What follows belongs to an exercise in optimizing a design on an open flow for small area; a production flow would make more cautious choices. Function was checked by simulation only, so behaviour that the tests miss may differ from the original. Power and IR drop assume default switching activity.

==> flow/design.v <==
module addBK (input [31:0] a, input [31:0] b, input cin, output [31:0] sum, output [31:0] g, output [31:0] p);
	assign g = a & b;
	assign p = a ^ b;
	wire [31:0] gg [0:9];
	wire [31:0] pp [0:9];
	assign gg[0] = {g[31:1], g[0] | (p[0] & cin)};
	assign pp[0] = p;
	genvar l, i;
	generate
		for (l = 1; l <= 5; l = l + 1) begin : up
			for (i = 0; i < 32; i = i + 1) begin : b
				if (((i + 1) % (1 << l)) == 0) begin : c
					assign gg[l][i] = gg[l-1][i] | (pp[l-1][i] & gg[l-1][i - (1 << (l-1))]);
					assign pp[l][i] = pp[l-1][i] & pp[l-1][i - (1 << (l-1))];
				end else begin : n
					assign gg[l][i] = gg[l-1][i];
					assign pp[l][i] = pp[l-1][i];
				end
			end
		end
		for (l = 6; l <= 9; l = l + 1) begin : dn
			for (i = 0; i < 32; i = i + 1) begin : b
				if (((i + 1) % (2 << (9 - l))) == (1 << (9 - l)) && i > (1 << (9 - l))) begin : c
					assign gg[l][i] = gg[l-1][i] | (pp[l-1][i] & gg[l-1][i - (1 << (9 - l))]);
					assign pp[l][i] = pp[l-1][i] & pp[l-1][i - (1 << (9 - l))];
				end else begin : n
					assign gg[l][i] = gg[l-1][i];
					assign pp[l][i] = pp[l-1][i];
				end
			end
		end
	endgenerate
	assign sum = p ^ {gg[9][30:0], cin};
endmodule
module shiftR (input [31:0] in, input fill, input [4:0] amt, output [31:0] out);
	wire [31:0] s0 = amt[4] ? {{16{fill}}, in[31:16]} : in;
	wire [31:0] s1 = amt[3] ? {{8{fill}}, s0[31:8]} : s0;
	wire [31:0] s2 = amt[2] ? {{4{fill}}, s1[31:4]} : s1;
	wire [31:0] s3 = amt[1] ? {{2{fill}}, s2[31:2]} : s2;
	assign out     = amt[0] ? {fill, s3[31:1]} : s3;
endmodule
module alu (input signed [31:0] in1, input signed [31:0] in2, input [3:0] opCode, input [4:0] shiftAmt, output signed [31:0] result);
	wire isArith = (opCode == 4'd0) | (opCode == 4'd1);
	wire sub     = (opCode == 4'd1) | (opCode == 4'd7) | (opCode == 4'd8);
	wire isLogic = (opCode == 4'd2) | (opCode == 4'd3);
	wire isOr    = (opCode == 4'd3);
	wire isShl   = (opCode == 4'd4);
	wire isShr   = (opCode == 4'd5) | (opCode == 4'd6);
	wire isGt    = (opCode == 4'd7);
	wire isLt    = (opCode == 4'd8);
	wire [31:0] sum, g, p;
	addBK add (.a(in1), .b(in2 ^ {32{sub}}), .cin(sub), .sum(sum), .g(g), .p(p));
	wire lt = (in1[31] & ~in2[31]) | (~(in1[31] ^ in2[31]) & sum[31]);
	wire eq = &p;
	wire gt = ~lt & ~eq;
	wire [31:0] arev, sh;
	genvar i;
	generate for (i = 0; i < 32; i = i + 1) begin : rev
		assign arev[i] = in1[31 - i];
	end endgenerate
	shiftR shr (.in(isShl ? arev : in1), .fill((opCode == 4'd6) & in1[31]), .amt(shiftAmt), .out(sh));
	generate for (i = 0; i < 32; i = i + 1) begin : outb
		wire base = (isArith & sum[i]) | (isLogic & g[i]) | (isOr & p[i]) | (isShr & sh[i]) | (isShl & sh[31 - i]);
		if (i == 0) begin : b0
			assign result[i] = base | (isLt & lt) | (isGt & gt);
		end else begin : bn
			assign result[i] = base;
		end
	end endgenerate
endmodule
module mux (input selCh, input [31:0] inCh0, input [31:0] inCh1, output [31:0] selData);
	assign selData = selCh == 0 ? inCh0 :
			  selCh == 1 ? inCh1 : 0;
endmodule
module rdPair (input q0, input s0n, input q1, input s1n, output y);
	assign y = ~((q0 | s0n) & (q1 | s1n));
endmodule
module registerFile (input wrEnable, input [4:0] wrReg, input [31:0] wrData, input [4:0] rdReg1, output [31:0] rdData1, input [4:0] rdReg2, output [31:0] rdData2, input clk);
	reg [31:0] regFile [31:0];
	always @(posedge clk) begin if (wrEnable) begin regFile[wrReg] <= wrData; end end
	wire [31:0] sel1n = ~(32'd1 << rdReg1);
	wire [31:0] sel2n = ~(32'd1 << rdReg2);
	genvar i, j;
	generate for (j = 0; j < 32; j = j + 1) begin : bitcol
		wire [15:0] y1, y2;
		for (i = 0; i < 16; i = i + 1) begin : pr
			rdPair p1 (.q0(regFile[2*i][j]), .s0n(sel1n[2*i]), .q1(regFile[2*i+1][j]), .s1n(sel1n[2*i+1]), .y(y1[i]));
			rdPair p2 (.q0(regFile[2*i][j]), .s0n(sel2n[2*i]), .q1(regFile[2*i+1][j]), .s1n(sel2n[2*i+1]), .y(y2[i]));
		end
		assign rdData1[j] = ~|y1;
		assign rdData2[j] = ~|y2;
	end endgenerate
endmodule
module project (input wrEnable, input [4:0] wrReg, input [4:0] rdReg1, input [4:0] rdReg2, input clk, input [3:0] opCode, input [4:0] shiftAmt, output signed [31:0] result, input selCh, input [31:0] selData);
	wire [31:0] selected;
	wire signed [31:0] rdData1;
	wire signed [31:0] rdData2;
	registerFile regFile1 (wrEnable, wrReg, selected, rdReg1, rdData1, rdReg2, rdData2, clk);
	alu alu1 (rdData1, rdData2, opCode, shiftAmt, result);
	mux m1 (selCh, selData, result, selected);
endmodule
==> flow/run.sh <==
#!/bin/bash
# synth_recipe.tcl (not shown) runs the flow's synth.tcl, then flattens the netlist and writes it again
# the make line also repeats each setting of config.mk as NAME=value (left out here)
make -C /OpenROAD-flow-scripts/flow DESIGN_CONFIG=/design/flow/config.mk WORK_HOME=/design/flow/orfs CLKGATE_MAP_FILE= SYNTH_SCRIPT=/design/flow/synth_recipe.tcl finish
==> flow/config.mk <==
export PLATFORM = sky130hd
export DESIGN_NAME = project
export DESIGN_NICKNAME = project
export VERILOG_FILES = /design/flow/design.v
export SDC_FILE = /design/flow/constraint.sdc
export NUM_CORES = 4
export LEC_CHECK = 0
export CAP_MARGIN = 20
export CORE_MARGIN = 2
export CORE_UTILIZATION = 40
export SLEW_MARGIN = 20
export SYNTH_HIERARCHICAL = 1
==> flow/constraint.sdc <==
create_clock -name core_clock -period 10.0 [get_ports {clk}]
set_input_delay 2.0000 -clock core_clock [delete_from_list [all_inputs] [get_ports {clk}]]
set_output_delay 2.0000 -clock core_clock [all_outputs]
set_load 0.01 [all_outputs]
==> flow_metrics.tcl, run 1 <==
set metrics [dict create \
    area.growth.synth_to_final_pct 20.4 \
    p_leak_nw 18.2 \
    final_common_cell "o22ai_1" \
    power.total_w 0.0107 \
    initial_core_util 0.401 \
    post_cts_buffers 0 \
    maxSlewViolCount 0 \
    largest-register "regFile1.regFile" \
    peakVddDrop_uv 132 \
    root_buffer "clkbuf_16" \
    yosys_most_used_dff "edfxtp_1" \
    timing.final.crit_period_ns 9.92 \
    drive_above_1_share 0.186 \
    grt_pass1_wl_mm 251 \
    path_cells "clkdlybuf4s50_1 > and3b_1 > nand2_1 > buf_12 > o22ai_1 > nor4_1 > and4_1 > buf_4 > ha_1 > a21oi_1 > o21ai_4 > a31o_4 > a21oi_2 > a221o_2 > o21ai_1 > fa_1 > xor2_1 > a21o_1 > nor2_1 > o211ai_1 > nand3_1 > clkdlybuf4s50_1" \
    grt_max_degree 64 \
    slowest_delay_ns 0.72 \
    grt_antenna_before_repair 14 \
    htreeDepth 3 \
    die_y_um 345 \
    post-route-util 0.483 \
    rows 125 \
    grt-ovfl-total 0 \
    insertion_delay_ns 0.69 \
    die_width_um 345 \
    power.density_nw_per_um2 192 \
    top_regs "regFile1.regFile x1024" \
    drc 0 \
    tritoncts "built" \
    final.setup_skew_ns 0.0360 \
    critPathRequiredTime_ns 8.00 \
    cp-start-kind "input pin" \
    hold_viol_final 0 \
    r2r_slack_ns 4.30 \
    fp.coreArea_um2 116000 \
    largest_register_ffs 1024 \
    critPathMaxFanout 31 \
    finalSetupViolCount 0 \
    rsz0062_at_grt "yes" \
    drt-total-wl_mm 182 \
    drt_iter0_markers 6640 \
    final_cell_mix "o22ai_1 (1025), edfxtp_1 (1024), buf_4 (298)" \
    drv_cap 0 \
    min_period_over_period 0.992 \
    drtAntennaViolNets 0 \
    routabilityCongestion 0.999 \
    min_path_type "reg -> reg" \
    yosys_register_bits 1024 \
    drt-pass1-iter-count 8 \
    layout_setup_ws_ns 0.0766 \
    fmax_mhz 101 \
    dpl-instance-area_um2 52400 \
    top_level_ports 91 \
    ctsLongestPathBuffers 3 \
    slowest_stage "clkdlybuf4s50_1" \
    cts_hold_buf 0 \
    yosysWarnings 8 \
    stdcell_area_um2 55900 \
    avgViaCountPerCell 6.98 \
    crit_type "in -> out" \
    cts_sinks 1024 \
    clk_pin_slew_worst_paths_ns 0.06 \
    ys_types 92 \
    worst_pin_slew_ns 1.11 \
    slew_headroom 0.252 \
    seq_area_frac_synth 0.662 \
    path_common_cell "clkdlybuf4s50_1" \
    async_flop_share 0 \
    grt.total_usage 0.295 \
    dpl.hpwl_mm 114 \
    arrival_ns 7.92 \
    portBuffers 90 \
    die_area_um2 119000 \
    post_drt_wl_per_cell_um 34.0 \
    synth-edff-count 1024 \
    netlist_area_um2 46400 \
    critPathCaptureType "output pin" \
    status "timing/DRC/antenna clean" \
    grt_pass1_vias 34000 \
    nets 3834 \
    syn_area_per_cell_um2 14.2 \
    cts_buffers 100 \
    dp_slack_ns 0.0373 \
    vias 37200 \
    syn_inst 3269 \
]
-- stage by stage --
| step | hold WS (ns) | setup TNS [ns] | cells |
|---|---|---|---|
| finish | 2.19 | 0 | 5336 |
| global route | 2.32 | -0.0263 | 5331 |
| CTS | 2.13 | 0 | 5331 |
| detailed placement | 2.10 | 0 | 5147 |
| global placement | 2.05 | 0 | 5147 |
| floorplan | 1.56 | 0 | 3269 |
-- Yosys stat by module, one instance, submodules excluded, a selection --
module / times used / flops+latches
addBK: 1 / 0
alu: 1 / 0
mux: 1 / 0
rdPair: 1024 / 0
shiftR: 1 / 0
registerFile: 1 / 1024
-- critical path: cells and delay by family --
| kind | cells | cell delay (ns) |
|---|---|---|
| compound gates | 9 | 1.52 |
| xor+xnor | 1 | 0.19 |
| fa+ha+maj | 2 | 0.67 |
| buf+inv | 4 | 1.69 |
| simple gates | 6 | 1.80 |
-- final timing paths --
check	from	to	cells past startpoint
setup reg to reg	regFile1.regFile[20][0]	regFile1.regFile[0][29]	22
hold reg to reg	regFile1.regFile[12][25]	regFile1.regFile[7][25]	8
hold / removal	regFile1.regFile[12][25]	regFile1.regFile[7][25]	8
setup / recovery	rdReg1[3]	result[0]	22
-- what timing repair did --
item | in CTS | in global routing
endpoints found under the hold margin | 0 | 0
setup endpoints to repair | 0 | 18
gates resized for setup | 0 | 21
-- power breakdown --
group,total (W),switching (W),internal [W],leakage [nW]
Combinational,0.00182,0.00113,0.000689,7.20
Sequential,0.00493,0.0000172,0.00491,9.34
Clock,0.00400,0.00165,0.00236,1.69
Total,0.0107,0.00279,0.00796,18.2
-- routing by layer --
metal / GRT usage / vias to the layer above / share of wire
li1: - / 15300 / -
met1: 0.399 / 18400 / 0.36
met2: 0.454 / 3145 / 0.45
met3: 0.0944 / 395 / 0.16
met4: 0.0902 / 8 / 0.033
met5: 0 / - / 0.00028
-- cell usage after synthesis (14+ instances only) --
cell type	n	share of area
o22ai_1	1025	0.14
edfxtp_1	1024	0.66
nor4_1	257	0.035
nand2_1	124	0.010
and4_1	65	0.012
a21oi_1	57	0.0061
nor2_1	52	0.0042
mux2_2	50	0.012
o21ai_0	46	0.0050
xnor2_1	39	0.0074
buf_4	36	0.0058
ha_1	33	0.0089
inv_1	32	0.0026
a221o_1	31	0.0067
mux2i_1	31	0.0067
mux2_4	30	0.0097
buf_2	28	0.0030
mux4_2	26	0.013
clkbuf_1	23	0.0019
fa_1	17	0.0073
and2_1	14	0.0019
-- kinds of logic (layout without fill, tap and decap cells) --
| family | Yosys count | count (layout) | synth area share |
|---|---|---|---|
| AOI/OAI and AO/OA | 1257 | 1257 | 0.174 |
| xor gates and xnor gates | 49 | 49 | 0.00924 |
| adders and majority gates | 50 | 50 | 0.0162 |
| buffers and inverters | 138 | 676 | 0.0177 |
| DFF | 1024 | 1024 | 0.662 |
| muxes | 141 | 141 | 0.0426 |
| other | 0 | 5 | 0 |
| and+or+nand+nor | 610 | 610 | 0.0781 |
-- final cells by class --
cell class                 count  area, µm²
fill                        9890      59800
sequential                  1024      30700
multi-input combinational   2107      15200
timing repair buffer         455       4460
clock buffer                 116       2610
tap                         1524       1910
clock inverter                68        850
inverter                      37        139
antenna                        5       12.5
==> inputs of run 2 (changes only) <==
==> flow/flow/run.sh (new file) <==
#!/bin/bash
# The standard ORFS layout (standard.sh, with the standard synthesis), with
# these changes to how the layout is made:
#  - ports are buffered with buf_2 instead of the delay-cell buffer that
#    buffer_ports picks by default;
#  - clock tree synthesis uses clkbuf_8 for the tree and inserts no dummy
#    loads;
#  - after repair, non-critical gates are downsized (RECOVER_POWER).
# make's full output goes to flow_make.log here; ORFS writes each step's log
# under orfs/logs/.
set -euo pipefail
bash standard.sh \
  "BUFFER_PORTS_ARGS=-buffer_cell sky130_fd_sc_hd__buf_2" \
  "CTS_ARGS=-sink_clustering_enable -repair_clock_nets -dont_use_dummy_load -buf_list sky130_fd_sc_hd__clkbuf_8 -sink_clustering_size 18 -sink_clustering_max_diameter 60" \
  "RECOVER_POWER=100" \
  finish > flow_make.log 2>&1
==> flow/standard.sh (new file) <==
#!/bin/bash
# synth_recipe.tcl (not shown) runs the flow's synth.tcl, then flattens the netlist and writes it again
# the make line also repeats each setting of config.mk as NAME=value (left out here)
make -C /OpenROAD-flow-scripts/flow DESIGN_CONFIG=/design/flow/config.mk WORK_HOME=/design/flow/orfs CLKGATE_MAP_FILE= SYNTH_SCRIPT=/design/flow/synth_recipe.tcl "${@:-finish}"
removed: flow/run.sh
==> run 2 against run 1 <==
Effect of this change: the layout now fails its checks (max-capacitance violations, max-slew violations); fmax rose by 1.2%; largest power group unchanged; final area decreased by 8.7%; non-clock buffer count fell by 161; core utilization shrank 4.2 points; wire length about the same; sequential cell count did not move; critical path type unchanged; clock-buffer cell count decreased by 39; via count shrank 2.7%; global-route usage increased by 0.17 points; clock power shrank 51%.
==> flow_metrics.tcl, run 2 <==
set metrics [dict create \
    area.growth.synth_to_final_pct 9.98 \
    internal_power_w 0.00609 \
    synth_top_area_frac 0.662 \
    syn_inst 3269 \
    path_cells "clkbuf_1 > and3b_1 > nand2_1 > o22ai_1 > nor4_1 > and4_1 > ha_1 > nor3_1 > nor2_1 > a31o_4 > a21oi_1 > a221o_2 > o21ai_1 > fa_1 > xor2_1 > a21o_1 > nor2_1 > o211ai_1 > nand3_1 > buf_2" \
    pwr-share-clk 0.233 \
    multi_input_area_um2 15000 \
    ys_types 92 \
    cts_resized 0 \
    grt_antenna_before_repair 20 \
    grt_pass1_vias 33800 \
    peakVddDrop_uv 94.5 \
    pwr-share-seq 0.582 \
    min_period_over_period 0.981 \
    slew_headroom -1.07 \
    avgViaCountPerCell 7.15 \
    final.setup_skew_ns 0.113 \
    p_leak_nw 15.8 \
    swShare 0.282 \
    largest-register "regFile1.regFile" \
    drt-total-wl_mm 182 \
    r2r_cells 21 \
    power.density_nw_per_um2 166 \
    fmax_mhz 102 \
    drc 0 \
    largest_register_ffs 1024 \
    yosysWarnings 8 \
    cp-start-kind "input pin" \
    critPathMaxFanout 11 \
    critPathRequiredTime_ns 8.00 \
    slowest_stage "nor4_1" \
    setup_tns_ns 0 \
    root_buffer "clkbuf_8" \
    syn_area_per_cell_um2 14.2 \
    ctsLongestPathBuffers 3 \
    die_y_um 345 \
    critPathCaptureType "output pin" \
    netlist_area_um2 46400 \
    cts_sinks 1024 \
    finalSetupViolCount 0 \
    clk_pin_slew_worst_paths_ns 0.10 \
    critical_path_buf_inv_count 2 \
    synth.most_common_cell "o22ai_1" \
    vias 36200 \
    routabilityCongestion 0.978 \
    synth_area_leaders "edfxtp_1 (66%), o22ai_1 (14%), nor4_1 (3.5%)" \
    die_width_um 345 \
    insertion_delay_ns 0.76 \
    grt_max_degree 41 \
    seq_area_frac_synth 0.662 \
    initial_core_util 0.401 \
    hold_viol_final 0 \
    status "complete, but fails checks" \
    yosys_register_bits 1024 \
    drt_iter0_markers 6146 \
    post_cts_buffers 0 \
    stdcell_area_um2 51100 \
    portBuffers 90 \
    drv_cap 37 \
    fp.coreArea_um2 116000 \
    hold_depth 3 \
    synth-edff-count 1024 \
    cts_hold_buf 0 \
    cts_buffers 77 \
    dpl.hpwl_mm 116 \
    nets 3650 \
    fill_cells 10400 \
    slowest_delay_ns 0.88 \
    die_area_um2 119000 \
    rows 125 \
    post_drt_wl_per_cell_um 35.8 \
    async_flop_share 0 \
    grt-ovfl-total 0 \
    htreeDepth 3 \
    maxSlewViolCount 1192 \
    path_common_cell "nor2_1" \
    final_common_cell "o22ai_1" \
    synth_common_cells "o22ai_1 (1025), edfxtp_1 (1024), nor4_1 (257), nand2_1 (124), and4_1 (65)" \
    final_cell_mix "o22ai_1 (1025), edfxtp_1 (1024), nor4_1 (254)" \
    synth_top_cell_by_area "edfxtp_1" \
    critical_path_depth 20 \
    dpl-instance-area_um2 50300 \
    arrival_ns 7.81 \
    timing.final.crit_period_ns 9.81 \
    drive_above_1_share 0.123 \
    switching_power_w 0.00240 \
    drtAntennaViolNets 0 \
    post-route-util 0.441 \
    min_path_type "in -> reg" \
    regArea_um2 30700 \
    rsz0062_at_grt "no" \
    top_level_ports 91 \
    drt-pass1-iter-count 6 \
    grt_pass1_wl_mm 252 \
    crit_family "simple AND/OR/NAND/NOR gates" \
    tritoncts "built" \
    crit_type "in -> out" \
    yosys_most_used_dff "edfxtp_1" \
    worst_pin_slew_ns 3.11 \
    top_regs "regFile1.regFile x1024" \
    grt.total_usage 0.297 \
    so_faults "max-capacitance violations, max-slew violations" \
    p_comb_frac 0.185 \
]
==> run 2: cell counts after synthesis <==
No cell type changed its count.
==> run 2: kinds of logic after synthesis <==
| logic type | Yosys count | share of synthesized area |
|---|---|---|
| buffers and inverters | 138 | 0.0177 |
| flip-flops | 1024 | 0.662 |
| multiplexers | 141 | 0.0426 |
| AND/OR/NAND/NOR | 610 | 0.0781 |
| adder cells (fa/ha/maj) | 50 | 0.0162 |
| XOR/XNOR | 49 | 0.00924 |
| AO/OA/AOI/OAI | 1257 | 0.174 |
==> run 2: stage by stage <==
stage / power, W / setup WS, ns / hold WS (ns) / cells
6_report: 0.00848 / 0.191 / 2.02 / 5069
5_1_grt: 0.00872 / 0.101 / 2.07 / 5065
4_1_cts: 0.00845 / 0.566 / 1.86 / 5063
3_5_place_dp: 0.00656 / 0.579 / 2.09 / 4986
3_3_place_gp: 0.00656 / 0.617 / 2.10 / 4986
2_1_floorplan: 0.00595 / 1.61 / 1.56 / 3269
==> run 2: path summary, 6_finish.rpt <==
kind	from	end	slack, ns
setup reg to reg	regFile1.regFile[21][0]	regFile1.regFile[31][0]	3.30
hold / removal	wrReg[3]	regFile1.regFile[12][10]	2.02
setup / recovery	rdReg1[3]	result[0]	0.19
hold reg to reg	regFile1.regFile[23][31]	regFile1.regFile[10][0]	2.74
==> run 2: tightest hold or removal path, cell delays in order <==
cell and delay [ns]:
buf_2 0.14, nand3b_1 0.26, nor2_1 0.14
==> run 2: power groups by stage <==
stage	Combinational (W)	Sequential, W	Clock, W
finish	0.00157	0.00493	0.00198
detailed placement	0.00154	0.00502	0
global route	0.00165	0.00494	0.00213
CTS	0.00155	0.00492	0.00199
global placement	0.00154	0.00501	0
floorplan	0.000945	0.00501	0
==> run 2: modules after synthesis, one instance, submodules excluded, excerpt <==
module | cells inside | times used | area, µm²
rdPair | 1 | 1024 | 6.26
addBK | 154 | 1 | 1390
alu | 284 | 1 | 2030
registerFile | 1483 | 1 | 33600
shiftR | 288 | 1 | 2490
mux | 36 | 1 | 544
==> run 2: routing by layer <==
layer	track usage	vias to the layer above	wire, µm
met5	0	-	67
met4	0.113	10	8230
met3	0.0876	459	27300
met2	0.455	2942	80300
met1	0.399	18100	65800
li1	-	14800	-
==> run 2: cell type report <==
type,count,area share
flip-flops and latches,1024,0.602
multi-input cells,2107,0.293
repair buffers,294,0.0435
well taps,1524,0.0373
clock buffers,77,0.0207
inverters,37,0.00272
diodes,6,0.000294
==> inputs of run 3 (changes only) <==
--- a/flow/flow/run.sh
+++ b/flow/flow/run.sh
@@ -5,12 +5,10 @@
 #    buffer_ports picks by default;
 #  - clock tree synthesis uses clkbuf_8 for the tree and inserts no dummy
 #    loads;
-#  - after repair, non-critical gates are downsized (RECOVER_POWER).
 # make's full output goes to flow_make.log here; ORFS writes each step's log
 # under orfs/logs/.
 set -euo pipefail
 bash standard.sh \
   "BUFFER_PORTS_ARGS=-buffer_cell sky130_fd_sc_hd__buf_2" \
   "CTS_ARGS=-sink_clustering_enable -repair_clock_nets -dont_use_dummy_load -buf_list sky130_fd_sc_hd__clkbuf_8 -sink_clustering_size 18 -sink_clustering_max_diameter 60" \
-  "RECOVER_POWER=100" \
   finish > flow_make.log 2>&1
==> run 3 against run 2 <==
Effect of this change: now clean on timing, DRC and antenna; fmax increased by 1.1%; clock skew increased by 0.010 ns; die area unchanged; register-to-register slack better by 0.88 ns; core utilization increased by 0.28 points; sequential power is essentially flat; clock power is essentially flat; total power increased by 0.35%; largest cell class unchanged; highest routed layer unchanged.
==> flow_metrics.tcl, run 3 <==
set metrics [dict create \
    syn_inst 3269 \
    cts_sinks 1024 \
    r2r_start "regFile1.regFile[21][0]" \
    placedCellCount 4986 \
    fmax_mhz 103 \
    synth-edff-count 1024 \
    grt_max_degree 41 \
    cp-startpoint "rdReg2[2]" \
    arrival_ns 7.70 \
    routabilityCongestion 0.978 \
    maxSlewViolCount 0 \
    dpl.hpwl_mm 116 \
    critPathMaxFanout 24 \
    drc 0 \
    rsz0062_at_grt "no" \
    slew_headroom 0.150 \
    grt_use_met1 0.399 \
    cts_hold_buf 0 \
    largest_register_ffs 1024 \
    top_regs "regFile1.regFile x1024" \
    final.setup_skew_ns 0.123 \
    initial_core_util 0.401 \
    min_period_over_period 0.970 \
    peakVddDrop_uv 95.0 \
    grt_antenna_before_repair 20 \
    die_width_um 345 \
    finalSetupViolCount 0 \
    die_area_um2 119000 \
    synth_top_cell_by_area "edfxtp_1" \
    syn_area_per_cell_um2 14.2 \
    netlist_area_um2 46400 \
    min_from "selData[17]" \
    yosysWarnings 8 \
    crit_type "in -> out" \
    power.density_nw_per_um2 166 \
    rows 125 \
    drive_above_1_share 0.154 \
    root_buffer "clkbuf_8" \
    grt.total_usage 0.297 \
    post_cts_buffers 0 \
    ctsLongestPathBuffers 3 \
    synth_area_leaders "edfxtp_1 (66%), o22ai_1 (14%), nor4_1 (3.5%)" \
    cp-start-kind "input pin" \
    largest-register "regFile1.regFile" \
    critPathCaptureType "output pin" \
    top_level_ports 91 \
    fin_cells 5070 \
    insertion_delay_ns 0.77 \
    cts_buffers 77 \
    hold_viol_final 0 \
    htreeDepth 3 \
    drt_iter0_markers 6412 \
    ys_types 92 \
    die_y_um 345 \
    worst_pin_slew_ns 1.26 \
    fp.coreArea_um2 116000 \
    synth_common_cells "o22ai_1 (1025), edfxtp_1 (1024), nor4_1 (257), nand2_1 (124), and4_1 (65)" \
    met2_usage 0.455 \
    grtUsageMet3 0.0876 \
    async_flop_share 0 \
    final_common_cell "o22ai_1" \
    grt_pass1_wl_mm 252 \
    critPathRequiredTime_ns 8.00 \
    grt-ovfl-total 0 \
    nets 3650 \
    clk_pin_slew_worst_paths_ns 0.11 \
    drt-pass1-iter-count 8 \
    timing.final.crit_period_ns 9.70 \
    synth.most_common_cell "o22ai_1" \
    yosys_most_used_dff "edfxtp_1" \
    min_path_type "in -> reg" \
    seq_area_frac_synth 0.662 \
    p_leak_nw 16.1 \
    drv_cap 0 \
    vias 36300 \
    portBuffers 90 \
    tritoncts "built" \
    grt_pass1_vias 33800 \
    top_usage_layer "met2" \
    cts_resized 0 \
    status "timing/DRC/antenna clean" \
    drt-total-wl_mm 182 \
    post_drt_wl_per_cell_um 35.8 \
    avgViaCountPerCell 7.15 \
    area.growth.synth_to_final_pct 10.7 \
    synth_top_area_frac 0.662 \
    setup_tns_ns 0 \
    drtAntennaViolNets 0 \
    yosys_register_bits 1024 \
    final_cell_mix "o22ai_1 (1025), edfxtp_1 (1024), nor4_1 (254)" \
]
## run 3: cell types whose count changed in the layout (fill, tap and decap cells not counted), sizes merged
cell	delta
diode	+1
clkbuf	-69
buf	+69
## run 3: modules after synthesis, one instance, submodules excluded, a selection
module | flops+latches | cell area [µm²]
registerFile | 1024 | 33600
mux | 0 | 544
rdPair | 0 | 6.26
shiftR | 0 | 2490
alu | 0 | 2030
addBK | 0 | 1390
## run 3: final timing paths
kind | end | slack (ns) | cells after the start
worst min-delay path | regFile1.regFile[8][17] | 1.90 | 2
worst min register to register | regFile1.regFile[11][0] | 2.10 | 9
worst max register to register | regFile1.regFile[26][31] | 4.18 | 20
worst max-delay path | result[0] | 0.30 | 23
## run 3: where the power goes
group	switching, W	total, W	internal [W]
Sequential	0.0000168	0.00492	0.00490
Clock	0.00129	0.00199	0.000692
Combinational	0.00110	0.00161	0.000509
Total	0.00241	0.00851	0.00610
## run 3: cells by family (layout without fill, tap and decap cells)
| family | count (synthesis) | in the layout | synth area share |
|---|---|---|---|
| XOR/XNOR | 49 | 49 | 0.00924 |
| buffers and inverters | 138 | 408 | 0.0177 |
| multiplexers | 141 | 141 | 0.0426 |
| other | 0 | 7 | 0 |
| AO/OA/AOI/OAI | 1257 | 1257 | 0.174 |
| AND/OR/NAND/NOR | 610 | 610 | 0.0781 |
| adder cells (fa/ha/maj) | 50 | 50 | 0.0162 |
| flip-flops | 1024 | 1024 | 0.662 |
## run 3: critical path: stages
cell and delay, ns:
buf_2 0.12, nor2b_1 0.24, nand2_1 0.17, buf_4 0.39, buf_4 0.26, o22ai_1 0.11, nor4_1 1.01, and4_1 0.47
xnor2_1 0.21, ha_1 0.33, o211ai_2 0.11, o211ai_2 0.16, a31o_4 0.28, a21oi_2 0.16, a221o_2 0.28, o21ai_1 0.13
fa_1 0.39, xor2_1 0.18, a21o_1 0.19, nor2_1 0.09, o211ai_1 0.11, nand3_1 0.16, buf_2 0.15
## run 3: cell type report
type | count | area [µm²]
antenna | 7 | 17.5
clock buffer | 77 | 1060
fill | 10300 | 64300
inverter | 37 | 139
multi-input combinational | 2107 | 15100
sequential | 1024 | 30700
tap | 1524 | 1910
timing repair buffer | 294 | 2390
## run 3: per-layer routing
metal,part of all wire,wire (µm)
met5,0.00038,69
met4,0.044,7920
met3,0.14,26100
met2,0.44,80200
met1,0.37,67300
## run 3: per-stage QoR
step | utilization | instance area [µm²] | setup slack [ns] | total power (W) | hold WS [ns]
3_5_place_dp | 0.435 | 50300 | 0.579 | 0.00656 | 2.09
4_1_cts | 0.444 | 51400 | 0.566 | 0.00845 | 1.86
3_3_place_gp | 0.435 | 50300 | 0.617 | 0.00656 | 2.10
6_report | 0.444 | 51400 | 0.298 | 0.00851 | 1.90
5_1_grt | 0.444 | 51400 | 0.188 | 0.00874 | 1.91
2_1_floorplan | - | 46400 | 1.61 | 0.00595 | 1.56
==> inputs of run 4 (changes only) <==
--- a/flow/design.v
+++ b/flow/design.v
@@ -1,4 +1,4 @@
-module addBK (input [31:0] a, input [31:0] b, input cin, output [31:0] sum, output [31:0] g, output [31:0] p);
+module addBK (input [31:0] a, input [31:0] b, input cin, output [31:0] sum, output [31:0] g, output [31:0] p, output [31:0] carry);
 	assign g = a & b;
 	assign p = a ^ b;
 	wire [31:0] gg [0:9];
@@ -30,14 +30,39 @@
 			end
 		end
 	endgenerate
+	assign carry = gg[9];
 	assign sum = p ^ {gg[9][30:0], cin};
 endmodule
-module shiftR (input [31:0] in, input fill, input [4:0] amt, output [31:0] out);
-	wire [31:0] s0 = amt[4] ? {{16{fill}}, in[31:16]} : in;
-	wire [31:0] s1 = amt[3] ? {{8{fill}}, s0[31:8]} : s0;
-	wire [31:0] s2 = amt[2] ? {{4{fill}}, s1[31:4]} : s1;
-	wire [31:0] s3 = amt[1] ? {{2{fill}}, s2[31:2]} : s2;
-	assign out     = amt[0] ? {fill, s3[31:1]} : s3;
+module mx2i (input a0, input a1, input s, output y);
+	assign y = ~(s ? a1 : a0);
+endmodule
+module ao21i (input a1, input a2, input b1, output y);
+	assign y = ~((a1 & a2) | b1);
+endmodule
+module shStage #(parameter N = 1) (input [31:0] x, input fill, input s, output [31:0] y);
+	wire sn = ~s;
+	wire sf = s & fill;
+	genvar i;
+	generate for (i = 0; i < 32; i = i + 1) begin : b
+		if (i + N < 32) begin : m
+			mx2i u (.a0(x[i]), .a1(x[i + N]), .s(s), .y(y[i]));
+		end else begin : f
+			ao21i u (.a1(sn), .a2(x[i]), .b1(sf), .y(y[i]));
+		end
+	end endgenerate
+endmodule
+module shifter (input [31:0] in, input rev, input fill, input [4:0] amt, output [31:0] out);
+	wire [31:0] x0, x1, x2, x3, x4;
+	genvar i;
+	generate for (i = 0; i < 32; i = i + 1) begin : r
+		mx2i u (.a0(in[i]), .a1(in[31 - i]), .s(rev), .y(x0[i]));
+	end endgenerate
+	wire fn = ~fill;
+	shStage #(16) s16 (.x(x0), .fill(fn),   .s(amt[4]), .y(x1));
+	shStage #(8)  s8  (.x(x1), .fill(fill), .s(amt[3]), .y(x2));
+	shStage #(4)  s4  (.x(x2), .fill(fn),   .s(amt[2]), .y(x3));
+	shStage #(2)  s2  (.x(x3), .fill(fill), .s(amt[1]), .y(x4));
+	shStage #(1)  s1  (.x(x4), .fill(fn),   .s(amt[0]), .y(out));
 endmodule
 module alu (input signed [31:0] in1, input signed [31:0] in2, input [3:0] opCode, input [4:0] shiftAmt, output signed [31:0] result);
 	wire isArith = (opCode == 4'd0) | (opCode == 4'd1);
@@ -48,17 +73,15 @@
 	wire isShr   = (opCode == 4'd5) | (opCode == 4'd6);
 	wire isGt    = (opCode == 4'd7);
 	wire isLt    = (opCode == 4'd8);
-	wire [31:0] sum, g, p;
-	addBK add (.a(in1), .b(in2 ^ {32{sub}}), .cin(sub), .sum(sum), .g(g), .p(p));
-	wire lt = (in1[31] & ~in2[31]) | (~(in1[31] ^ in2[31]) & sum[31]);
-	wire eq = &p;
-	wire gt = ~lt & ~eq;
-	wire [31:0] arev, sh;
+	wire [31:0] sum, g, p, carry;
+	addBK add (.a(in1), .b(in2 ^ {32{sub}}), .cin(sub), .sum(sum), .g(g), .p(p), .carry(carry));
+	wire c31 = carry[30];
+	wire lt  = (in1[31] & ~in2[31]) | (in1[31] & ~c31) | (~in2[31] & ~c31);
+	wire eq  = &p;
+	wire gt  = ~lt & ~eq;
+	wire [31:0] sh;
+	shifter shr (.in(in1), .rev(isShl), .fill((opCode == 4'd6) & in1[31]), .amt(shiftAmt), .out(sh));
 	genvar i;
-	generate for (i = 0; i < 32; i = i + 1) begin : rev
-		assign arev[i] = in1[31 - i];
-	end endgenerate
-	shiftR shr (.in(isShl ? arev : in1), .fill((opCode == 4'd6) & in1[31]), .amt(shiftAmt), .out(sh));
 	generate for (i = 0; i < 32; i = i + 1) begin : outb
 		wire base = (isArith & sum[i]) | (isLogic & g[i]) | (isOr & p[i]) | (isShr & sh[i]) | (isShl & sh[31 - i]);
 		if (i == 0) begin : b0
--- a/flow/flow/run.sh
+++ b/flow/flow/run.sh
@@ -5,10 +5,12 @@
 #    buffer_ports picks by default;
 #  - clock tree synthesis uses clkbuf_8 for the tree and inserts no dummy
 #    loads;
+#  - after repair, non-critical gates are downsized (RECOVER_POWER).
 # make's full output goes to flow_make.log here; ORFS writes each step's log
 # under orfs/logs/.
 set -euo pipefail
 bash standard.sh \
   "BUFFER_PORTS_ARGS=-buffer_cell sky130_fd_sc_hd__buf_2" \
   "CTS_ARGS=-sink_clustering_enable -repair_clock_nets -dont_use_dummy_load -buf_list sky130_fd_sc_hd__clkbuf_8 -sink_clustering_size 18 -sink_clustering_max_diameter 60" \
+  "RECOVER_POWER=100" \
   finish > flow_make.log 2>&1
==> run 4 against run 3 <==
Effect of this change: sequential share of layout area grew 0.65 points; register-to-register slack got worse by 0.93 ns; critical path type unchanged; wire length is 3.4% lower; via count down 2.4%; sequential power hardly changed; the layout now fails its checks (max-capacitance violations, max-slew violations); core utilization grew 0.67 points; hold slack improved by 0.0081 ns; setup slack got worse by 0.12 ns; die area is 1.8% lower.
==> flow_metrics.tcl, run 4 <==
set metrics [dict create \
    r2r_cells 22 \
    min_from "wrReg[0]" \
    r2r_slack_ns 3.25 \
    drt-total-wl_mm 175 \
    layout_setup_ws_ns 0.181 \
    min_path_type "in -> reg" \
    die_width_um 342 \
    crit_type "in -> out" \
    status "complete, but fails checks" \
    top_regs "regFile1.regFile x1024" \
    insertion_delay_ns 0.80 \
    grt_pass1_vias 32800 \
    cts_buffers 82 \
    grt-ovfl-total 0 \
    hold_viol_final 0 \
    so_faults "max-capacitance violations, max-slew violations" \
    htreeDepth 3 \
    placedCellCount 4984 \
    dpl.hpwl_mm 114 \
    fin_cells 5077 \
    hold_depth 4 \
    critPathMaxFanout 8 \
    nets 3676 \
    cts_resized 0 \
    peakVddDrop_uv 86.8 \
    rows 123 \
    power.total_w 0.00850 \
    post_cts_buffers 0 \
    drv_cap 34 \
    syn_area_per_cell_um2 14.3 \
    critPathCaptureType "output pin" \
    die_area_um2 117000 \
    reg2reg_to "regFile1.regFile[17][0]" \
    dp_slack_ns 0.593 \
    finalSetupViolCount 0 \
    min_to "regFile1.regFile[1][10]" \
    cts_hold_buf 0 \
    yosysWarnings 8 \
    critPathRequiredTime_ns 8.00 \
    timing.final.crit_period_ns 9.82 \
    largest-register "regFile1.regFile" \
    die_y_um 342 \
    grt_max_degree 35 \
    drc 0 \
    final.setup_skew_ns 0.101 \
    slowest_delay_ns 0.84 \
    grt_pass1_wl_mm 242 \
    power.density_nw_per_um2 167 \
    final_cell_mix "o22ai_1 (1024), edfxtp_1 (1024), nor4_1 (256)" \
    cp-start-kind "input pin" \
    portBuffers 90 \
    drtAntennaViolNets 0 \
    path_cells "buf_2 > and2_0 > nand2_1 > o22ai_1 > nor4_1 > and4_1 > xnor2_1 > inv_1 > fa_1 > inv_1 > fa_1 > a211oi_1 > o21ai_2 > o211ai_2 > nand3_1 > a31o_1 > nand4_1 > and3b_1 > fa_1 > inv_1 > o21ai_0 > a221o_1 > o211ai_1 > clkbuf_1" \
    post_drt_wl_per_cell_um 34.6 \
    area.growth.synth_to_final_pct 11.5 \
    drt-pass1-iter-count 8 \
    clk_pin_slew_worst_paths_ns 0.07 \
    post-route-util 0.451 \
    avgViaCountPerCell 6.97 \
    arrival_ns 7.82 \
    critical_path_depth 24 \
    syn_inst 3184 \
    netlist_area_um2 45600 \
    routabilityCongestion 0.995 \
    ctsLongestPathBuffers 3 \
    cts_sinks 1024 \
    root_buffer "clkbuf_8" \
    fp.coreArea_um2 113000 \
    p_leak_nw 16.2 \
    vias 35400 \
    top_level_ports 91 \
    drt_iter0_markers 6339 \
    slew_headroom -1.13 \
    slowest_stage "nor4_1" \
    r2r_start "regFile1.regFile[20][0]" \
    crit_family "simple AND/OR/NAND/NOR gates" \
    fmax_mhz 102 \
    initial_core_util 0.404 \
    critical_path_buf_inv_count 5 \
    min_period_over_period 0.982 \
    grt.total_usage 0.291 \
    grt_antenna_before_repair 24 \
    worst_pin_slew_ns 3.19 \
    rsz0062_at_grt "no" \
    largest_register_ffs 1024 \
    maxSlewViolCount 1120 \
    setup_tns_ns 0 \
    tritoncts "built" \
    drive_above_1_share 0.128 \
]
run 4: worst max-delay path by stage:
stage	slack, ns	from	to
2_1_floorplan	1.74	rdReg2[0]	result[0]
3_3_place_gp	0.61	rdReg2[0]	result[0]
3_5_place_dp	0.59	rdReg2[0]	result[0]
4_1_cts	0.57	rdReg2[0]	result[0]
5_1_grt	0.12	rdReg1[4]	result[24]
6_report	0.18	rdReg2[0]	result[0]
run 4: layout make-up:
type / count / area [µm²]
multi-input combinational: 2025 / 14200
antenna: 11 / 27.5
fill: 10100 / 61900
inverter: 71 / 267
sequential: 1024 / 30700
timing repair buffer: 364 / 2560
tap: 1500 / 1880
clock buffer: 82 / 1130
run 4: power by group:
part | total (W) | switching [W] | internal, W
clock | 0.00205 | 0.00132 | 0.000734
sequential | 0.00494 | 0.0000165 | 0.00492
combinational | 0.00151 | 0.00105 | 0.000459
run 4: per-layer routing:
metal	track usage	part of all wire	vias up
li1	-	-	14600
met2	0.425	0.42	2841
met1	0.395	0.37	17500
met4	0.108	0.047	24
met3	0.106	0.16	449
met5	0	0.0012	-
run 4: tightest hold or removal path, stage by stage:
cell and delay, ns:
buf_2 0.11, nand3b_1 0.08, buf_4 0.22, nor2_4 0.13
run 4: per-stage QoR:
step                      hold slack [ns]  cell area (µm²)
after floorplan                      1.45            45600
after global placement               2.02            50000
after detailed placement             2.04            50000
after CTS                            1.80            51200
after global routing                 1.92            50800
final                                1.90            50900
==> inputs of run 5 (changes only) <==
--- a/flow/flow/run.sh
+++ b/flow/flow/run.sh
@@ -5,12 +5,10 @@
 #    buffer_ports picks by default;
 #  - clock tree synthesis uses clkbuf_8 for the tree and inserts no dummy
 #    loads;
-#  - after repair, non-critical gates are downsized (RECOVER_POWER).
 # make's full output goes to flow_make.log here; ORFS writes each step's log
 # under orfs/logs/.
 set -euo pipefail
 bash standard.sh \
   "BUFFER_PORTS_ARGS=-buffer_cell sky130_fd_sc_hd__buf_2" \
   "CTS_ARGS=-sink_clustering_enable -repair_clock_nets -dont_use_dummy_load -buf_list sky130_fd_sc_hd__clkbuf_8 -sink_clustering_size 18 -sink_clustering_max_diameter 60" \
-  "RECOVER_POWER=100" \
   finish > flow_make.log 2>&1
==> run 5 against run 4 <==
Effect of this change: now clean on timing, DRC and antenna; die area did not move; cell count about the same; setup slack better by 0.17 ns; area after synthesis stayed put; register-to-register slack gained 0.84 ns; core utilization is 0.30 points higher; clock skew shrank 0.0017 ns; non-clock buffer count unchanged; sequential power about the same; total power grew 0.24%; critical endpoint unchanged; largest power group unchanged.
==> flow_metrics.tcl, run 5 <==
set metrics [dict create \
    cts_buffers 82 \
    maxSlewViolCount 0 \
    timing.final.crit_period_ns 9.65 \
    grt-ovfl-total 0 \
    min_path_type "in -> reg" \
    switching_power_w 0.00238 \
    crit_type "in -> out" \
    cts_sinks 1024 \
    avgViaCountPerCell 7.00 \
    power.total_w 0.00852 \
    drt-total-wl_mm 175 \
    initial_core_util 0.404 \
    portBuffers 90 \
    post_cts_buffers 0 \
    min_period_over_period 0.965 \
    rows 123 \
    worst_pin_slew_ns 1.22 \
    die_y_um 342 \
    drt_iter0_markers 6643 \
    largest-register "regFile1.regFile" \
    layout_setup_ws_ns 0.347 \
    post_drt_wl_per_cell_um 34.5 \
    critPathRequiredTime_ns 8.00 \
    drtAntennaViolNets 0 \
    htreeDepth 3 \
    peakVddDrop_uv 86.2 \
    cts_resized 0 \
    setup_tns_ns 0 \
    ctsLongestPathBuffers 3 \
    die_area_um2 117000 \
    swShare 0.280 \
    tritoncts "built" \
    p_leak_nw 16.6 \
    finalSetupViolCount 0 \
    final_cell_mix "o22ai_1 (1024), edfxtp_1 (1024), nor4_1 (256)" \
    cp-start-kind "input pin" \
    drv_cap 0 \
    syn_area_per_cell_um2 14.3 \
    yosysWarnings 8 \
    vias 35500 \
    critPathMaxFanout 13 \
    top_regs "regFile1.regFile x1024" \
    power.density_nw_per_um2 166 \
    fp.coreArea_um2 113000 \
    final.setup_skew_ns 0.0994 \
    drt-pass1-iter-count 8 \
    arrival_ns 7.65 \
    nets 3676 \
    dpl.hpwl_mm 114 \
    area.growth.synth_to_final_pct 12.3 \
    grt_pass1_vias 32800 \
    rsz0062_at_grt "no" \
    dp_slack_ns 0.593 \
    grt_antenna_before_repair 27 \
    status "timing/DRC/antenna clean" \
    syn_inst 3184 \
    largest_register_ffs 1024 \
    fmax_mhz 104 \
    pwr-share-seq 0.578 \
    grt_pass1_wl_mm 242 \
    grt.total_usage 0.291 \
    critPathCaptureType "output pin" \
    drive_above_1_share 0.159 \
    cts_hold_buf 0 \
    grt_max_degree 35 \
    clk_pin_slew_worst_paths_ns 0.10 \
    netlist_area_um2 45600 \
    p_comb_frac 0.181 \
    die_width_um 342 \
    top_level_ports 91 \
    root_buffer "clkbuf_8" \
    routabilityCongestion 0.995 \
    insertion_delay_ns 0.79 \
    hold_viol_final 0 \
    internal_power_w 0.00613 \
    slew_headroom 0.177 \
    drc 0 \
    pwr-share-clk 0.241 \
]
## run 5: critical path: stages
cell and delay (ns):
buf_2 0.16, nor2b_1 0.69, nand2_1 0.72, buf_4 0.44
o22ai_1 0.19, nor4_1 0.07, and4_1 0.28, ha_1 0.48
o21ai_1 0.11, a21oi_1 0.21, a41oi_1 0.18, nor2b_1 0.23
a31o_1 0.20, nand4_1 0.10, and3b_1 0.19, fa_1 0.41
inv_1 0.09, o21ai_0 0.11, a221o_1 0.34, o211ai_1 0.21
buf_2 0.21
## run 5: final timing paths
check                                 end                      from  cells past startpoint  slack [ns]
setup / recovery                result[0]                 rdReg1[0]                     21        0.35
hold / removal    regFile1.regFile[10][2]                selData[2]                      2        1.84
setup reg to reg  regFile1.regFile[17][0]   regFile1.regFile[21][0]                     22        4.09
hold reg to reg   regFile1.regFile[14][0]  regFile1.regFile[13][31]                      8        2.01
## run 5: metrics by stage
step | cell area [µm²] | instances | util | hold slack [ns]
after floorplan | 45600 | 3184 | - | 1.45
after detailed placement | 50000 | 4984 | 0.444 | 2.04
final | 51200 | 5076 | 0.454 | 1.84
after global placement | 50000 | 4984 | 0.444 | 2.02
after CTS | 51200 | 5066 | 0.454 | 1.80
after global routing | 51200 | 5070 | 0.454 | 1.85
## run 5: power by group through the flow
stage	Clock, W	Sequential, W	Combinational [W]
3_5_place_dp	0	0.00502	0.00148
5_1_grt	0.00221	0.00493	0.00163
6_report	0.00205	0.00492	0.00154
4_1_cts	0.00206	0.00492	0.00149
3_3_place_gp	0	0.00502	0.00148
2_1_floorplan	0	0.00501	0.000901
## run 5: final cells by class
type / instances / area (µm²)
well taps: 1500 / 1880
clock buffers: 82 / 1130
repair buffers: 364 / 2750
flip-flops and latches: 1024 / 30700
inverters: 71 / 267
multi-input cells: 2025 / 14400
diodes: 10 / 25.0
fillers: 9983 / 61600
## run 5: routing by layer
metal / up-vias / part of all wire / GRT usage
met5: - / 0.0011 / 0
met4: 24 / 0.043 / 0.108
met3: 465 / 0.15 / 0.106
met2: 2894 / 0.43 / 0.425
met1: 17600 / 0.38 / 0.395
li1: 14600 / - / -
==> inputs of run 6 (changes only) <==
--- a/flow/config.mk
+++ b/flow/config.mk
@@ -5,8 +5,8 @@
 export SDC_FILE = /design/flow/constraint.sdc
 export NUM_CORES = 4
 export LEC_CHECK = 0
-export CAP_MARGIN = 20
+export CAP_MARGIN = 0
 export CORE_MARGIN = 2
 export CORE_UTILIZATION = 40
-export SLEW_MARGIN = 20
+export SLEW_MARGIN = 0
 export SYNTH_HIERARCHICAL = 1
==> run 6 against run 5 <==
Effect of this change: total power hardly changed; hold slack worse by 0.0036 ns; area after synthesis stayed put; core utilization hardly changed; critical path type unchanged; highest routed layer unchanged.
==> flow_metrics.tcl, run 6 <==
set metrics [dict create \
    drt-total-wl_mm 175 \
    dpl.hpwl_mm 114 \
    rsz0062_at_grt "no" \
    critPathCaptureType "output pin" \
    cp-start-kind "input pin" \
    cts_sinks 1024 \
    peakVddDrop_uv 85.7 \
    die_width_um 342 \
    stdcell_area_um2 51200 \
    insertion_delay_ns 0.80 \
    netlist_area_um2 45600 \
    vias 35600 \
    dpl-instance-area_um2 50000 \
    arrival_ns 7.71 \
    area.growth.synth_to_final_pct 12.2 \
    slew_headroom 0.0414 \
    post_cts_buffers 0 \
    top_usage_layer "met2" \
    final_cell_mix "o22ai_1 (1024), edfxtp_1 (1024), nor4_1 (258)" \
    critical_path_buf_inv_count 5 \
    maxSlewViolCount 0 \
    power.density_nw_per_um2 166 \
    crit_family "simple AND/OR/NAND/NOR gates" \
    final.setup_skew_ns 0.107 \
    fin_cells 5073 \
    crit_type "in -> out" \
    largest-register "regFile1.regFile" \
    top_level_ports 91 \
    routabilityCongestion 0.995 \
    drc 0 \
    drt-pass1-iter-count 8 \
    timing.final.crit_period_ns 9.71 \
    die_area_um2 117000 \
    p_leak_nw 16.6 \
    fill_cells 9986 \
    critPathRequiredTime_ns 8.00 \
    drive_above_1_share 0.158 \
    power.total_w 0.00852 \
    post_drt_wl_per_cell_um 34.5 \
    grt-ovfl-total 0 \
    htreeDepth 3 \
    slowest_stage "nor4_1" \
    hold_viol_final 0 \
    path_cells "buf_2 > and2_1 > nand2_1 > o22ai_1 > nor4_1 > and4_1 > xnor2_1 > inv_1 > fa_1 > inv_1 > fa_1 > a211oi_2 > o21ai_2 > o211ai_2 > nand3_1 > a31o_1 > nand4_1 > and3b_1 > fa_1 > inv_1 > o21ai_0 > a221o_1 > o211ai_1 > buf_2" \
    nets 3676 \
    fp.coreArea_um2 113000 \
    largest_register_ffs 1024 \
    met2_usage 0.425 \
    root_buffer "clkbuf_8" \
    critPathMaxFanout 8 \
    grt_antenna_before_repair 27 \
    min_path_type "in -> reg" \
    cts_resized 0 \
    top_regs "regFile1.regFile x1024" \
    grt.total_usage 0.291 \
    avgViaCountPerCell 7.01 \
    syn_area_per_cell_um2 14.3 \
    syn_inst 3184 \
    yosysWarnings 8 \
    die_y_um 342 \
    placedCellCount 4984 \
    status "timing/DRC/antenna clean" \
    worst_pin_slew_ns 1.42 \
    min_period_over_period 0.971 \
    setup_tns_ns 0 \
    slowest_delay_ns 0.85 \
    drv_cap 0 \
    tritoncts "built" \
    finalSetupViolCount 0 \
    drtAntennaViolNets 0 \
    initial_core_util 0.404 \
    grt_max_degree 35 \
    rows 123 \
    clk_pin_slew_worst_paths_ns 0.10 \
    ctsLongestPathBuffers 3 \
    grtUsageMet3 0.106 \
    fmax_mhz 103 \
    cts_buffers 82 \
    grt_pass1_vias 32800 \
    grt_use_met1 0.395 \
    portBuffers 90 \
    grt_pass1_wl_mm 242 \
    drt_iter0_markers 6599 \
    cts_hold_buf 0 \
]
run 6: metal layers:
layer  share of wire  routed length (µm)  vias to the layer above
met2            0.43               75200                     2861
li1                -                   -                    14600
met5         0.00095                 166                        -
met3            0.15               27000                      412
met1            0.37               65600                    17700
met4           0.041                7200                       24
run 6: through the flow:
stage | setup WS, ns | util | hold slack, ns
after floorplan | 1.74 | - | 1.45
after global placement | 0.611 | 0.444 | 2.02
after detailed placement | 0.593 | 0.444 | 2.04
after CTS | 0.567 | 0.454 | 1.80
after global routing | 0.217 | 0.454 | 1.85
final | 0.291 | 0.454 | 1.84
run 6: final timing paths:
path,from,to,slack [ns],depth (start not counted)
max reg2reg,regFile1.regFile[20][0],regFile1.regFile[17][0],4.05,22
min reg2reg,regFile1.regFile[13][31],regFile1.regFile[29][0],2.02,8
min,selData[2],regFile1.regFile[11][2],1.84,2
max,rdReg2[0],result[0],0.29,24
run 6: worst reg2reg max path: cells and delay by family (launching register included):
family	cells	cell delay [ns]
simple gates	5	1.79
compound gates	8	1.39
fa+ha+maj	3	1.03
buf+inv	4	0.47
mux	1	0.41
flops	1	0.36
xor+xnor	1	0.19
run 6: cell type report:
class	instances	area (µm²)	area share
timing repair buffer	364	2750	0.0536
inverter	71	267	0.00521
multi-input combinational	2025	14400	0.281
antenna	7	17.5	0.000342
sequential	1024	30700	0.601
tap	1500	1880	0.0367
clock buffer	82	1130	0.0221
run 6: report_power, final:
group          internal, W  total, W  leakage [nW]  switching (W)
clock network     0.000734   0.00205         0.590        0.00132
registers          0.00491   0.00492          9.34      0.0000165
logic             0.000489   0.00154          6.69        0.00105
total              0.00613   0.00852          16.6        0.00238
==> inputs of run 7 (changes only) <==
--- a/flow/flow/run.sh
+++ b/flow/flow/run.sh
@@ -5,10 +5,14 @@
 #    buffer_ports picks by default;
 #  - clock tree synthesis uses clkbuf_8 for the tree and inserts no dummy
 #    loads;
+#  - the buffers that synthesis inserted are removed at floorplan, and global
+#    placement is not timing-driven, so buffers are only added where repair
+#    needs them;
 # make's full output goes to flow_make.log here; ORFS writes each step's log
 # under orfs/logs/.
 set -euo pipefail
 bash standard.sh \
   "BUFFER_PORTS_ARGS=-buffer_cell sky130_fd_sc_hd__buf_2" \
   "CTS_ARGS=-sink_clustering_enable -repair_clock_nets -dont_use_dummy_load -buf_list sky130_fd_sc_hd__clkbuf_8 -sink_clustering_size 18 -sink_clustering_max_diameter 60" \
+  "REMOVE_ABC_BUFFERS=1" "GPL_TIMING_DRIVEN=0" \
   finish > flow_make.log 2>&1
--- a/flow/config.mk
+++ b/flow/config.mk
@@ -5,8 +5,8 @@
 export SDC_FILE = /design/flow/constraint.sdc
 export NUM_CORES = 4
 export LEC_CHECK = 0
-export CAP_MARGIN = 0
+export CAP_MARGIN = 20
 export CORE_MARGIN = 2
 export CORE_UTILIZATION = 40
-export SLEW_MARGIN = 0
+export SLEW_MARGIN = 20
 export SYNTH_HIERARCHICAL = 1
==> run 7 against run 6 <==
Effect of this change: critical path type unchanged; wire length up 4.1%; register-to-register slack better by 0.05 ns; die area unchanged; combinational power about the same; global-route usage up 1.0 points; setup slack worse by 0.35 ns; now fails the layout checks on negative setup slack; core utilization up 0.92 points; largest power group unchanged.
==> flow_metrics.tcl, run 7 <==
set metrics [dict create \
    status "complete, but fails checks" \
    so_faults "negative setup slack" \
    layout_setup_ws_ns -0.0626 \
    top_layer_used "met5" \
    post_drt_wl_per_cell_um 37.0 \
    insertion_delay_ns 0.79 \
    cts_sinks 1024 \
    fmax_mhz 99.4 \
    largest_register_ffs 1024 \
    critPathMaxFanout 18 \
    cts_buffers 82 \
    power.total_w 0.00850 \
    htreeDepth 3 \
    internal_power_w 0.00612 \
    routed-wl-met2_mm 77.7 \
    grt_antenna_before_repair 31 \
    finalSetupViolCount 1 \
    switching_power_w 0.00238 \
    vias 36100 \
    met3_wirelength_mm 31.1 \
    portBuffers 90 \
    p_leak_nw 16.9 \
    peakVddDrop_uv 93.0 \
    r2r_slack_ns 4.10 \
    slew_headroom 0.0977 \
    area.growth.synth_to_final_pct 14.5 \
    die_area_um2 117000 \
    dpl.hpwl_mm 122 \
    post-route-util 0.463 \
    wl_met1_mm 66.3 \
    min_period_over_period 1.01 \
    rows 123 \
    top_regs "regFile1.regFile x1024" \
    grt_pass1_wl_mm 249 \
    routabilityCongestion 0.940 \
    maxSlewViolCount 0 \
    grt-ovfl-total 0 \
    die_width_um 342 \
    pwr-share-clk 0.241 \
    drv_cap 0 \
    min_path_type "in -> reg" \
    hold_viol_final 0 \
    worst_pin_slew_ns 1.34 \
    drt-total-wl_mm 182 \
    final_cell_mix "o22ai_1 (1024), edfxtp_1 (1024), nor4_1 (219)" \
    dp_slack_ns -0.434 \
    yosysWarnings 8 \
    critPathRequiredTime_ns 8.00 \
    rsz0062_at_grt "no" \
    cp-startpoint "rdReg1[0]" \
    largest-register "regFile1.regFile" \
    grt_max_degree 41 \
    p_comb_frac 0.179 \
    drt_iter0_markers 7593 \
    final.setup_skew_ns 0.152 \
    drtAntennaViolNets 0 \
    min_from "selData[28]" \
    root_buffer "clkbuf_8" \
    ctsLongestPathBuffers 3 \
    cp-start-kind "input pin" \
    r2r_start "regFile1.regFile[17][19]" \
    top_level_ports 91 \
    netlist_area_um2 45600 \
    grt_pass1_vias 32500 \
    drive_above_1_share 0.156 \
    critPathCaptureType "output pin" \
    timing.final.crit_period_ns 10.06 \
    syn_inst 3184 \
    clk_pin_slew_worst_paths_ns 0.10 \
    fp.coreArea_um2 113000 \
    crit_type "in -> out" \
    syn_area_per_cell_um2 14.3 \
    tritoncts "built" \
    grt.total_usage 0.301 \
    avgViaCountPerCell 7.31 \
    pwr-share-seq 0.579 \
    nets 3532 \
    power.density_nw_per_um2 163 \
    drt-pass1-iter-count 6 \
    drc 0 \
    initial_core_util 0.404 \
    arrival_ns 8.06 \
    die_y_um 342 \
    swShare 0.280 \
]
[run 7: worst paths after layout]
path | endpoint | cells after the start
max | result[22] | 22
min | regFile1.regFile[13][28] | 2
max reg2reg | regFile1.regFile[15][31] | 18
min reg2reg | regFile1.regFile[17][0] | 7
[run 7: stage by stage]
stage          TNS (ns)  hold slack [ns]  area (µm²)  cells
6_report        -0.0626             1.85       52200   4933
4_1_cts               0             1.80       51900   4920
3_3_place_gp     -20.38             1.81       47500   4710
3_5_place_dp      -3.94             1.82       50800   4838
2_1_floorplan         0             1.45       45100   3120
5_1_grt               0             1.86       52200   4926
[run 7: area by class of cell]
| class | instances | area [µm²] |
|---|---|---|
| fill | 9717 | 60600 |
| sequential | 1024 | 30700 |
| multi-input combinational | 2025 | 14900 |
| timing repair buffer | 220 | 3240 |
| tap | 1500 | 1880 |
| clock buffer | 82 | 1130 |
| inverter | 71 | 267 |
| antenna | 11 | 27.5 |
[run 7: routing by layer]
layer	track usage	vias to the layer above
li1	-	14300
met1	0.407	18000
met2	0.444	3271
met3	0.121	520
met4	0.0885	22
met5	0.00286	-
[run 7: repair_timing]
item	in CTS	in global routing
hold buffers	0	0
resized for setup	7	25
endpoints found under the setup margin	18	10
buffers inserted	0	0
[run 7: power groups by stage]
stage                     clock network [W]  registers, W  logic (W)
after floorplan                           0       0.00501   0.000850
after global placement                    0       0.00502    0.00139
after detailed placement                  0       0.00502    0.00145
after CTS                           0.00205       0.00492    0.00146
after global routing                0.00219       0.00493    0.00160
final                               0.00205       0.00492    0.00152
[run 7: critical path, cell delays in order]
cell	delay, ns
buf_2	0.18
and2_1	0.35
nand2_2	0.63
buf_16	0.24
o22ai_1	0.11
nor4_1	0.94
and4_1	0.67
ha_1	0.38
a21oi_1	0.15
o21ai_0	0.09
a21oi_1	0.23
nand2_2	0.12
or2_1	0.24
a21o_1	0.18
inv_2	0.07
o21a_1	0.14
fa_1	0.41
inv_1	0.06
nand2_1	0.04
o21ai_0	0.07
a221o_1	0.48
buf_2	0.23
==> inputs of run 8 (changes only) <==
==> flow/flow/run.sh (replaced) <==
#!/bin/bash
# The standard ORFS layout (standard.sh, with the standard synthesis), with
# these changes to how the layout is made:
#  - ports are buffered with buf_2 instead of the delay-cell buffer that
#    buffer_ports picks by default;
#  - clock tree synthesis uses clkbuf_8 for the tree and inserts no dummy
#    loads;
#  - after global routing, non-critical gates are downsized (RECOVER_POWER)
#    and post_grt.tcl then repairs any slew or capacitance this leaves;
# make's full output goes to flow_make.log here; ORFS writes each step's log
# under orfs/logs/.
set -euo pipefail
bash standard.sh \
  "BUFFER_PORTS_ARGS=-buffer_cell sky130_fd_sc_hd__buf_2" \
  "CTS_ARGS=-sink_clustering_enable -repair_clock_nets -dont_use_dummy_load -buf_list sky130_fd_sc_hd__clkbuf_8 -sink_clustering_size 18 -sink_clustering_max_diameter 60" \
  "RECOVER_POWER=100" "POST_GLOBAL_ROUTE_TCL=$PWD/flow/post_grt.tcl" \
  finish > flow_make.log 2>&1
==> flow/flow/post_grt.tcl (new file) <==
# Runs at the end of ORFS's global route step, after power recovery
# (RECOVER_POWER) has downsized non-critical gates: repair any max slew and
# max capacitance that the downsizing left, then legalize and reroute the
# changed nets.
log_cmd global_route -start_incremental
repair_design_helper
log_cmd detailed_placement
log_cmd global_route -end_incremental
log_cmd estimate_parasitics -global_routing
report_check_types -max_slew -max_capacitance -violators
report_worst_slack -max
report_worst_slack -min
==> run 8 against run 7 <==
Effect of this change: the run now finishes clean; sequential cell count unchanged; non-clock buffer count up 173; total power up 0.11%; critical path depth up 2; area after synthesis unchanged; first-iteration DRC count down 13%; largest power group unchanged.
==> flow_metrics.tcl, run 8 <==
set metrics [dict create \
    status "timing/DRC/antenna clean" \
    initial_core_util 0.404 \
    htreeDepth 3 \
    hold_viol_final 0 \
    arrival_ns 7.79 \
    critPathRequiredTime_ns 8.00 \
    cp-start-kind "input pin" \
    insertion_delay_ns 0.79 \
    die_y_um 342 \
    routabilityCongestion 0.995 \
    yosysWarnings 8 \
    worst_pin_slew_ns 1.22 \
    portBuffers 90 \
    switching_power_w 0.00238 \
    clk_pin_slew_worst_paths_ns 0.09 \
    min_period_over_period 0.979 \
    root_buffer "clkbuf_8" \
    drc 0 \
    p_comb_frac 0.180 \
    netlist_area_um2 45600 \
    rows 123 \
    cts_sinks 1024 \
    largest-register "regFile1.regFile" \
    vias 35700 \
    drtAntennaViolNets 0 \
    min_path_type "in -> reg" \
    critPathCaptureType "output pin" \
    syn_area_per_cell_um2 14.3 \
    cts_resized 0 \
    grt-ovfl-total 0 \
    post_cts_buffers 0 \
    power.density_nw_per_um2 165 \
    final.setup_skew_ns 0.0971 \
    cts_hold_buf 0 \
    tritoncts "built" \
    syn_inst 3184 \
    die_width_um 342 \
    fp.coreArea_um2 113000 \
    drt-total-wl_mm 176 \
    top_regs "regFile1.regFile x1024" \
    p_leak_nw 16.6 \
    drt-pass1-iter-count 8 \
    critPathMaxFanout 8 \
    drv_cap 0 \
    cts_buffers 82 \
    stdcell_area_um2 51500 \
    internal_power_w 0.00612 \
    grt_pass1_wl_mm 242 \
    dpl.hpwl_mm 114 \
    power.total_w 0.00851 \
    timing.final.crit_period_ns 9.79 \
    post-route-util 0.457 \
    grt_pass1_vias 32800 \
    avgViaCountPerCell 6.99 \
    drive_above_1_share 0.153 \
    slew_headroom 0.181 \
    grt.total_usage 0.291 \
    final_cell_mix "o22ai_1 (1024), edfxtp_1 (1024), nor4_1 (256)" \
    dpl-instance-area_um2 50000 \
    pwr-share-seq 0.579 \
    ctsLongestPathBuffers 3 \
    pwr-share-clk 0.241 \
    grt_antenna_before_repair 24 \
    largest_register_ffs 1024 \
    top_level_ports 91 \
    post_drt_wl_per_cell_um 34.4 \
    die_area_um2 117000 \
    drt_iter0_markers 6596 \
    maxSlewViolCount 0 \
    crit_type "in -> out" \
    swShare 0.280 \
    fmax_mhz 102 \
    nets 3705 \
    finalSetupViolCount 0 \
    area.growth.synth_to_final_pct 12.9 \
    setup_tns_ns 0 \
    hold_slack_ns 1.67 \
    grt_max_degree 35 \
    peakVddDrop_uv 85.6 \
]
[run 8: worst max-delay path, cell delays in order]
cell and delay, ns:
buf_2 0.12, and2_0 0.33, nand2_1 0.41, o22ai_1 0.15, nor4_1 0.83, and4_1 0.51, xnor2_1 0.19, inv_1 0.09
fa_1 0.40, inv_1 0.08, fa_1 0.20, a211oi_1 0.10, o21ai_2 0.25, o211ai_2 0.12, nand3_1 0.15, a31o_1 0.19
nand4_1 0.10, and3b_1 0.19, fa_1 0.41, inv_1 0.09, o21ai_0 0.10, a221o_1 0.34, o211ai_1 0.22, clkbuf_1 0.20
[run 8: area by class of cell]
cell class	count	area, µm²
Sequential cell	1024	30700
Tap cell	1500	1880
Clock buffer	82	1130
Multi-Input combinational cell	2025	14300
Antenna cell	11	27.5
Inverter	71	267
Timing Repair Buffer	393	3210
Fill cell	9996	61300
[run 8: metrics by stage]
| step | cells | setup WS (ns) |
|---|---|---|
| floorplan | 3184 | 1.74 |
| global placement | 4984 | 0.611 |
| detailed placement | 4984 | 0.593 |
| CTS | 5066 | 0.567 |
| finish | 5106 | 0.214 |
[run 8: path summary, 6_finish.rpt]
path | end | depth (start not counted) | from | slack (ns)
worst max-delay path | result[0] | 24 | rdReg2[0] | 0.21
worst min register to register | regFile1.regFile[11][23] | 10 | regFile1.regFile[15][22] | 2.02
worst min-delay path | regFile1.regFile[11][23] | 2 | selData[23] | 1.67
worst max register to register | regFile1.regFile[17][0] | 22 | regFile1.regFile[26][0] | 3.66
[run 8: per-layer routing]
layer / global-route usage / vias up / wire (µm)
li1: - / 14600 / -
met1: 0.395 / 17600 / 65400
met2: 0.425 / 2919 / 74000
met3: 0.106 / 482 / 27600
met4: 0.108 / 20 / 8510
met5: 0 / - / 126
[run 8: power groups by stage]
stage	Sequential, W	Combinational [W]	Clock, W
floorplan	0.00501	0.000901	0
finish	0.00493	0.00153	0.00205
detailed placement	0.00502	0.00148	0
global placement	0.00502	0.00148	0
CTS	0.00492	0.00149	0.00206

## what the ideal ports hide
No port has a modelled driver above. Below, the same layouts with a new extraction and two added sets of constraints. Step 1 assumes that a clkbuf_16 drives the clock port and a buf_2 every other input. Step 2 also shifts input and output timing later by t, the mid clock arrival at the registers, as if the neighbouring blocks saw the same clock. Three values: no drivers, after step 1, after step 2; two values: the first two.
run | t, ns | setup slack, ns | worst register clock-pin slew, ns
run 1 | 0.749 | 0.077 / -0.002 / -0.002 | 0.07 / 0.07
run 2 | 0.768 | 0.191 / 0.146 / 0.146 | 0.12 / 0.12
run 3 | 0.777 | 0.298 / 0.171 / 0.171 | 0.12 / 0.12
run 4 | 0.816 | 0.181 / 0.081 / 0.081 | 0.12 / 0.12
run 5 | 0.811 | 0.347 / 0.245 / 0.245 | 0.11 / 0.11
run 6 | 0.811 | 0.291 / 0.195 / 0.195 | 0.12 / 0.12
run 7 | 0.778 | -0.063 / -0.127 / -0.127 | 0.12 / 0.12
run 8 | 0.807 | 0.214 / 0.114 / 0.114 | 0.12 / 0.12
Met with ideal ports but missed after step 2: setup timing in run 1. For run 3, which loses most, drivers alone change the setup slack by -0.127 ns; drivers and shift together by -0.127 ns.
